From an optimization exercise on the open Yosys and OpenROAD flow, aimed at small area and a short achievable clock period; shortcuts taken in it are not production practice. Power is estimated from default activity; no workload was simulated.

==> inputs of indigo <==
Design matrix_accelerator, start of the top module:
module matrix_accelerator(
    input  wire        clk,
    input  wire        rst,
    input  wire        load_weight,
    input  wire [31:0] activation_in,
    output wire [95:0] result_out
);
==> flow/config.mk <==
export PLATFORM = sky130hd
export DESIGN_NAME = matrix_accelerator
export DESIGN_NICKNAME = matrix_accelerator
export VERILOG_FILES = /design/flow/design.v
export SDC_FILE = /design/flow/constraint.sdc
export NUM_CORES = 4
export LEC_CHECK = 0
export CAP_MARGIN = 20
export CORE_MARGIN = 2
export CORE_UTILIZATION = 40
export SETUP_SLACK_MARGIN = 3.5
export SLEW_MARGIN = 20
export SYNTH_HIERARCHICAL = 1
export SYNTH_MINIMUM_KEEP_SIZE = 0
==> flow/constraint.sdc <==
create_clock -name core_clock -period 8.0 [get_ports {clk}]
set_input_delay 1.6000 -clock core_clock [delete_from_list [all_inputs] [get_ports {clk}]]
set_output_delay 1.6000 -clock core_clock [all_outputs]
set_load 0.01 [all_outputs]
run.sh (not shown) runs the stock make flow with config.mk's settings and CLKGATE_MAP_FILE= SYNTH_SCRIPT=/design/flow/synth_recipe.tcl, a recipe that flattens the netlist after the stock synthesis.
==> cedar: changes against indigo <==
--- a/flow/design.v
+++ b/flow/design.v
@@ -1,11 +1,10 @@
 `timescale 1ns / 1ps
 module pe #(
     parameter WI = 0,       
     parameter WO = 16,      
-    parameter SOUTH = 1,    
-    parameter FAST = 0      
+    parameter SOUTH = 1     
 ) (
     input  wire                 clk,
     input  wire                 rst,
     input  wire                 load_weight,
     input  wire                 hold,        
@@ -17,14 +16,11 @@
 );
     reg  [7:0]    weight_reg;
     wire [WO-1:0] d;         
     generate
         if (WI == 0) begin : C0
-            if (FAST)
-                mac_0_16f mac (.a(in_m), .b(weight_reg), .hold(hold), .rst(rst), .d(d));
-            else
-                mac_0_16 mac (.a(in_m), .b(weight_reg), .hold(hold), .rst(rst), .d(d));
+            mac_0_16 mac (.a(in_m), .b(weight_reg), .hold(hold), .rst(rst), .d(d));
         end else begin : CJ
             if (WI == 16)
                 mac_16_17 mac (.a(in_m), .b(weight_reg), .e(in_w), .hold(hold), .rst(rst), .d(d));
             else if (WO == 17)
                 mac_17_17 mac (.a(in_m), .b(weight_reg), .e(in_w), .hold(hold), .rst(rst), .d(d));
@@ -1278,315 +1274,10 @@
     wire [17:0] rb = {1'b0, e[15], t177, t175, t173, t169, t163, t155, t145, t133, t119, t105, t93, t83, t75, t69, t65, e[0]};
     wire [17:0] y = {t313, t312, t311, t310, t309, t308, t307, t306, t305, t304, t303, t302, t301, t300, t299, t298, t297, t196};
     wire [17:0] e_ext = {{1{e[16]}}, e};
     assign d = rst ? 18'd0 : hold ? e_ext : y;
 endmodule
-module mac_0_16f (
-    input  wire [7:0] a,
-    input  wire [7:0] b,
-    input  wire hold,
-    input  wire rst,
-    output wire [15:0] d
-);
-    wire t0 = a[0] & b[0];
-    wire t1 = a[0] & b[1];
-    wire t2 = a[0] & b[2];
-    wire t3 = a[0] & b[3];
-    wire t4 = a[0] & b[4];
-    wire t5 = a[0] & b[5];
-    wire t6 = a[0] & b[6];
-    wire t7 = ~(a[0] & b[7]);
-    wire t8 = a[1] & b[0];
-    wire t9 = a[1] & b[1];
-    wire t10 = a[1] & b[2];
-    wire t11 = a[1] & b[3];
-    wire t12 = a[1] & b[4];
-    wire t13 = a[1] & b[5];
-    wire t14 = a[1] & b[6];
-    wire t15 = ~(a[1] & b[7]);
-    wire t16 = a[2] & b[0];
-    wire t17 = a[2] & b[1];
-    wire t18 = a[2] & b[2];
-    wire t19 = a[2] & b[3];
-    wire t20 = a[2] & b[4];
-    wire t21 = a[2] & b[5];
-    wire t22 = a[2] & b[6];
-    wire t23 = ~(a[2] & b[7]);
-    wire t24 = a[3] & b[0];
-    wire t25 = a[3] & b[1];
-    wire t26 = a[3] & b[2];
-    wire t27 = a[3] & b[3];
-    wire t28 = a[3] & b[4];
-    wire t29 = a[3] & b[5];
-    wire t30 = a[3] & b[6];
-    wire t31 = ~(a[3] & b[7]);
-    wire t32 = a[4] & b[0];
-    wire t33 = a[4] & b[1];
-    wire t34 = a[4] & b[2];
-    wire t35 = a[4] & b[3];
-    wire t36 = a[4] & b[4];
-    wire t37 = a[4] & b[5];
-    wire t38 = a[4] & b[6];
-    wire t39 = ~(a[4] & b[7]);
-    wire t40 = a[5] & b[0];
-    wire t41 = a[5] & b[1];
-    wire t42 = a[5] & b[2];
-    wire t43 = a[5] & b[3];
-    wire t44 = a[5] & b[4];
-    wire t45 = a[5] & b[5];
-    wire t46 = a[5] & b[6];
-    wire t47 = ~(a[5] & b[7]);
-    wire t48 = a[6] & b[0];
-    wire t49 = a[6] & b[1];
-    wire t50 = a[6] & b[2];
-    wire t51 = a[6] & b[3];
-    wire t52 = a[6] & b[4];
-    wire t53 = a[6] & b[5];
-    wire t54 = a[6] & b[6];
-    wire t55 = ~(a[6] & b[7]);
-    wire t56 = ~(a[7] & b[0]);
-    wire t57 = ~(a[7] & b[1]);
-    wire t58 = ~(a[7] & b[2]);
-    wire t59 = ~(a[7] & b[3]);
-    wire t60 = ~(a[7] & b[4]);
-    wire t61 = ~(a[7] & b[5]);
-    wire t62 = ~(a[7] & b[6]);
-    wire t63 = a[7] & b[7];
-    wire t64, t65;
-    csa_ha ut64 (.a(t2), .b(t9), .s(t64), .co(t65));
-    wire t66, t67;
-    csa_fa ut66 (.a(t3), .b(t10), .c(t17), .s(t66), .co(t67));
-    wire t68, t69;
-    csa_ha ut68 (.a(t24), .b(t65), .s(t68), .co(t69));
-    wire t70, t71;
-    csa_fa ut70 (.a(t4), .b(t11), .c(t18), .s(t70), .co(t71));
-    wire t72, t73;
-    csa_fa ut72 (.a(t25), .b(t32), .c(t67), .s(t72), .co(t73));
-    wire t74, t75;
-    csa_ha ut74 (.a(t69), .b(t70), .s(t74), .co(t75));
-    wire t76, t77;
-    csa_fa ut76 (.a(t5), .b(t12), .c(t19), .s(t76), .co(t77));
-    wire t78, t79;
-    csa_fa ut78 (.a(t26), .b(t33), .c(t40), .s(t78), .co(t79));
-    wire t80, t81;
-    csa_fa ut80 (.a(t71), .b(t76), .c(t78), .s(t80), .co(t81));
-    wire t82, t83;
-    csa_ha ut82 (.a(t75), .b(t73), .s(t82), .co(t83));
-    wire t84, t85;
-    csa_fa ut84 (.a(t6), .b(t13), .c(t20), .s(t84), .co(t85));
-    wire t86, t87;
-    csa_fa ut86 (.a(t27), .b(t34), .c(t41), .s(t86), .co(t87));
-    wire t88, t89;
-    csa_fa ut88 (.a(t48), .b(t77), .c(t79), .s(t88), .co(t89));
-    wire t90, t91;
-    csa_fa ut90 (.a(t84), .b(t86), .c(t81), .s(t90), .co(t91));
-    wire t92, t93;
-    csa_ha ut92 (.a(t88), .b(t83), .s(t92), .co(t93));
-    wire t94, t95;
-    csa_fa ut94 (.a(t7), .b(t14), .c(t21), .s(t94), .co(t95));
-    wire t96, t97;
-    csa_fa ut96 (.a(t28), .b(t35), .c(t42), .s(t96), .co(t97));
-    wire t98, t99;
-    csa_fa ut98 (.a(t49), .b(t56), .c(t85), .s(t98), .co(t99));
-    wire t100, t101;
-    csa_fa ut100 (.a(t87), .b(t94), .c(t96), .s(t100), .co(t101));
-    wire t102, t103;
-    csa_fa ut102 (.a(t89), .b(t98), .c(t100), .s(t102), .co(t103));
-    wire t104, t105;
-    csa_ha ut104 (.a(t91), .b(t93), .s(t104), .co(t105));
-    wire t106 = ~(t15 ^ t22);
-    wire t107 = t15 | t22;
-    wire t108, t109;
-    csa_fa ut108 (.a(t29), .b(t36), .c(t43), .s(t108), .co(t109));
-    wire t110, t111;
-    csa_fa ut110 (.a(t50), .b(t57), .c(t95), .s(t110), .co(t111));
-    wire t112, t113;
-    csa_fa ut112 (.a(t97), .b(t106), .c(t108), .s(t112), .co(t113));
-    wire t114, t115;
-    csa_fa ut114 (.a(t99), .b(t101), .c(t110), .s(t114), .co(t115));
-    wire t116, t117;
-    csa_fa ut116 (.a(t112), .b(t103), .c(t114), .s(t116), .co(t117));
-    wire t118, t119;
-    csa_fa ut118 (.a(t23), .b(t30), .c(t37), .s(t118), .co(t119));
-    wire t120, t121;
-    csa_fa ut120 (.a(t44), .b(t51), .c(t58), .s(t120), .co(t121));
-    wire t122, t123;
-    csa_fa ut122 (.a(t107), .b(t109), .c(t118), .s(t122), .co(t123));
-    wire t124, t125;
-    csa_fa ut124 (.a(t120), .b(t111), .c(t113), .s(t124), .co(t125));
-    wire t126, t127;
-    csa_fa ut126 (.a(t122), .b(t115), .c(t124), .s(t126), .co(t127));
-    wire t128, t129;
-    csa_fa ut128 (.a(t31), .b(t38), .c(t45), .s(t128), .co(t129));
-    wire t130, t131;
-    csa_fa ut130 (.a(t52), .b(t59), .c(t119), .s(t130), .co(t131));
-    wire t132, t133;
-    csa_fa ut132 (.a(t121), .b(t128), .c(t123), .s(t132), .co(t133));
-    wire t134, t135;
-    csa_fa ut134 (.a(t130), .b(t125), .c(t132), .s(t134), .co(t135));
-    wire t136, t137;
-    csa_fa ut136 (.a(t39), .b(t46), .c(t53), .s(t136), .co(t137));
-    wire t138, t139;
-    csa_fa ut138 (.a(t60), .b(t129), .c(t136), .s(t138), .co(t139));
-    wire t140, t141;
-    csa_fa ut140 (.a(t131), .b(t138), .c(t133), .s(t140), .co(t141));
-    wire t142, t143;
-    csa_fa ut142 (.a(t47), .b(t54), .c(t61), .s(t142), .co(t143));
-    wire t144, t145;
-    csa_fa ut144 (.a(t137), .b(t142), .c(t139), .s(t144), .co(t145));
-    wire t146, t147;
-    csa_fa ut146 (.a(t55), .b(t62), .c(t143), .s(t146), .co(t147));
-    wire t148 = t0 & 1'b0;
-    wire t149 = t1 & t8;
-    wire t150 = t16 & t64;
-    wire t151 = t66 & t68;
-    wire t152 = t72 & t74;
-    wire t153 = t80 & t82;
-    wire t154 = t90 & t92;
-    wire t155 = t102 & t104;
-    wire t156 = t105 & t116;
-    wire t157 = t117 & t126;
-    wire t158 = t127 & t134;
-    wire t159 = t135 & t140;
-    wire t160 = t141 & t144;
-    wire t161 = t145 & t146;
-    wire t162 = t63 & t147;
-    wire t163 = 1'b1 & 1'b0;
-    wire t164 = t0 ^ 1'b0;
-    wire t165 = t1 ^ t8;
-    wire t166 = t16 ^ t64;
-    wire t167 = t66 ^ t68;
-    wire t168 = t72 ^ t74;
-    wire t169 = t80 ^ t82;
-    wire t170 = t90 ^ t92;
-    wire t171 = t102 ^ t104;
-    wire t172 = t105 ^ t116;
-    wire t173 = t117 ^ t126;
-    wire t174 = t127 ^ t134;
-    wire t175 = t135 ^ t140;
-    wire t176 = t141 ^ t144;
-    wire t177 = t145 ^ t146;
-    wire t178 = t63 ^ t147;
-    wire t179 = 1'b1 ^ 1'b0;
-    wire t180 = t149 | (t165 & t148);
-    wire t181 = t151 | (t167 & t150);
-    wire t182 = t167 & t166;
-    wire t183 = t152 | (t168 & t151);
-    wire t184 = t168 & t167;
-    wire t185 = t153 | (t169 & t152);
-    wire t186 = t169 & t168;
-    wire t187 = t154 | (t170 & t153);
-    wire t188 = t170 & t169;
-    wire t189 = t155 | (t171 & t154);
-    wire t190 = t171 & t170;
-    wire t191 = t156 | (t172 & t155);
-    wire t192 = t172 & t171;
-    wire t193 = t157 | (t173 & t156);
-    wire t194 = t173 & t172;
-    wire t195 = t158 | (t174 & t157);
-    wire t196 = t174 & t173;
-    wire t197 = t159 | (t175 & t158);
-    wire t198 = t175 & t174;
-    wire t199 = t160 | (t176 & t159);
-    wire t200 = t176 & t175;
-    wire t201 = t161 | (t177 & t160);
-    wire t202 = t177 & t176;
-    wire t203 = t162 | (t178 & t161);
-    wire t204 = t178 & t177;
-    wire t205 = t163 | (t179 & t162);
-    wire t206 = t179 & t178;
-    wire t207 = t183 | (t184 & t150);
-    wire t208 = t184 & t166;
-    wire t209 = t185 | (t186 & t181);
-    wire t210 = t186 & t182;
-    wire t211 = t187 | (t188 & t183);
-    wire t212 = t188 & t184;
-    wire t213 = t189 | (t190 & t185);
-    wire t214 = t190 & t186;
-    wire t215 = t191 | (t192 & t187);
-    wire t216 = t192 & t188;
-    wire t217 = t193 | (t194 & t189);
-    wire t218 = t194 & t190;
-    wire t219 = t195 | (t196 & t191);
-    wire t220 = t196 & t192;
-    wire t221 = t197 | (t198 & t193);
-    wire t222 = t198 & t194;
-    wire t223 = t199 | (t200 & t195);
-    wire t224 = t200 & t196;
-    wire t225 = t201 | (t202 & t197);
-    wire t226 = t202 & t198;
-    wire t227 = t203 | (t204 & t199);
-    wire t228 = t204 & t200;
-    wire t229 = t205 | (t206 & t201);
-    wire t230 = t206 & t202;
-    wire t231 = t211 | (t212 & t150);
-    wire t232 = t212 & t166;
-    wire t233 = t213 | (t214 & t181);
-    wire t234 = t214 & t182;
-    wire t235 = t215 | (t216 & t207);
-    wire t236 = t216 & t208;
-    wire t237 = t217 | (t218 & t209);
-    wire t238 = t218 & t210;
-    wire t239 = t219 | (t220 & t211);
-    wire t240 = t220 & t212;
-    wire t241 = t221 | (t222 & t213);
-    wire t242 = t222 & t214;
-    wire t243 = t223 | (t224 & t215);
-    wire t244 = t224 & t216;
-    wire t245 = t225 | (t226 & t217);
-    wire t246 = t226 & t218;
-    wire t247 = t227 | (t228 & t219);
-    wire t248 = t228 & t220;
-    wire t249 = t229 | (t230 & t221);
-    wire t250 = t230 & t222;
-    wire t251 = t239 | (t240 & t150);
-    wire t252 = t240 & t166;
-    wire t253 = t241 | (t242 & t181);
-    wire t254 = t242 & t182;
-    wire t255 = t243 | (t244 & t207);
-    wire t256 = t244 & t208;
-    wire t257 = t245 | (t246 & t209);
-    wire t258 = t246 & t210;
-    wire t259 = t247 | (t248 & t231);
-    wire t260 = t248 & t232;
-    wire t261 = t249 | (t250 & t233);
-    wire t262 = t250 & t234;
-    wire t263 = t150 | (t166 & t180);
-    wire t264 = t181 | (t182 & t180);
-    wire t265 = t207 | (t208 & t180);
-    wire t266 = t209 | (t210 & t180);
-    wire t267 = t231 | (t232 & t180);
-    wire t268 = t233 | (t234 & t180);
-    wire t269 = t235 | (t236 & t180);
-    wire t270 = t237 | (t238 & t180);
-    wire t271 = t251 | (t252 & t180);
-    wire t272 = t253 | (t254 & t180);
-    wire t273 = t255 | (t256 & t180);
-    wire t274 = t257 | (t258 & t180);
-    wire t275 = t259 | (t260 & t180);
-    wire t276 = t261 | (t262 & t180);
-    wire t277 = t165 ^ t148;
-    wire t278 = t166 ^ t180;
-    wire t279 = t167 ^ t263;
-    wire t280 = t168 ^ t264;
-    wire t281 = t169 ^ t265;
-    wire t282 = t170 ^ t266;
-    wire t283 = t171 ^ t267;
-    wire t284 = t172 ^ t268;
-    wire t285 = t173 ^ t269;
-    wire t286 = t174 ^ t270;
-    wire t287 = t175 ^ t271;
-    wire t288 = t176 ^ t272;
-    wire t289 = t177 ^ t273;
-    wire t290 = t178 ^ t274;
-    wire t291 = t179 ^ t275;
-    wire [15:0] ra = {1'b1, t63, t145, t141, t135, t127, t117, t105, t102, t90, t80, t72, t66, t16, t1, t0};
-    wire [15:0] rb = {1'b0, t147, t146, t144, t140, t134, t126, t116, t104, t92, t82, t74, t68, t64, t8, 1'b0};
-    wire [15:0] y = {t291, t290, t289, t288, t287, t286, t285, t284, t283, t282, t281, t280, t279, t278, t277, t164};
-    wire [15:0] e_ext = 16'd0;
-    assign d = rst ? 16'd0 : hold ? e_ext : y;
-endmodule
 module csa_fa (input wire a, input wire b, input wire c, output wire s, output wire co);
     assign s  = a ^ b ^ c;
     assign co = (a & b) | (a & c) | (b & c);
 endmodule
 module csa_ha (input wire a, input wire b, output wire s, output wire co);
@@ -1643,11 +1334,11 @@
                 assign {m3, m2, m1, m0} = in_m;
             end else begin : BELOW
                 assign {n3, n2, n1, n0} = {ROW[i-1].s3, ROW[i-1].s2, ROW[i-1].s1, ROW[i-1].s0};
                 assign {m3, m2, m1, m0} = {n3, n2, n1, n0};
             end
-            pe #(.WI(0),  .WO(16), .SOUTH(i < 3), .FAST(i == 0)) c0 (clk, rst, load_weight, hold, n0, m0, 1'b0, s0, e0);
+            pe #(.WI(0),  .WO(16), .SOUTH(i < 3)) c0 (clk, rst, load_weight, hold, n0, m0, 1'b0, s0, e0);
             pe #(.WI(16), .WO(17), .SOUTH(i < 3)) c1 (clk, rst, load_weight, hold, n1, m1, e0,   s1, e1);
             pe #(.WI(17), .WO(17), .SOUTH(i < 3)) c2 (clk, rst, load_weight, hold, n2, m2, e1,   s2, e2);
             pe #(.WI(17), .WO(18), .SOUTH(i < 3)) c3 (clk, rst, load_weight, hold, n3, m3, e2,   s3, e3);
             assign out_e[24*i +: 24] = {{6{e3[17]}}, e3};
         end
--- a/flow/config.mk
+++ b/flow/config.mk
@@ -6,9 +6,9 @@
 export NUM_CORES = 4
 export LEC_CHECK = 0
 export CAP_MARGIN = 20
 export CORE_MARGIN = 2
 export CORE_UTILIZATION = 40
-export SETUP_SLACK_MARGIN = 3.5
+export SETUP_SLACK_MARGIN = 3.8
 export SLEW_MARGIN = 20
 export SYNTH_HIERARCHICAL = 1
 export SYNTH_MINIMUM_KEEP_SIZE = 0
==> summary of the runs <==
In indigo the clock power is smaller than in cedar, by about 4%.
In indigo the setup slack is lower than in cedar, by 0.094 ns.
Maximum frequency: cedar is larger than indigo (about 2.1%).
Between indigo and cedar, the lower wire length is in indigo (gap about 2.8%, measured against cedar).
Against indigo, the non-clock buffer count of cedar is higher by 137.
Worst hold slack: cedar is worse than indigo (0.012 ns).
Function was not checked in any run of this note: the RTL went through the layout flow alone.

## afterwards: timing with drivers on the ports
The results above use ideal ports. As a check the final layouts listed here were re-extracted and re-timed, cells and wires unchanged.
Step 1 sets driving cells, clkbuf_16 on the clock port and buf_2 on the other inputs (assumed; they add their load-dependent delay and slew).
Step 2 times the ports against the registers' clock, not the clock port: input delays grow and output delays shrink by t, the midpoint of the rising clock arrivals with the driver on.
Three values: ideal ports, drivers, drivers and shift; two values: the first two.
| run | shift t [ns] | setup WS [ns] | hold WS [ns] | clock arrival spread, ns |
|---|---|---|---|---|
| indigo | 0.696 | 3.513 / 3.534 / 2.845 | 0.346 / 0.346 / 0.346 | 0.035 / 0.035 |
| cedar | 0.706 | 3.607 / 3.635 / 2.930 | 0.334 / 0.334 / 0.334 | 0.029 / 0.029 |
After both steps setup and hold are still met in every run listed. The setup slack of cedar, which loses most, moves by +0.028 ns with the drivers and by -0.677 ns with both steps.
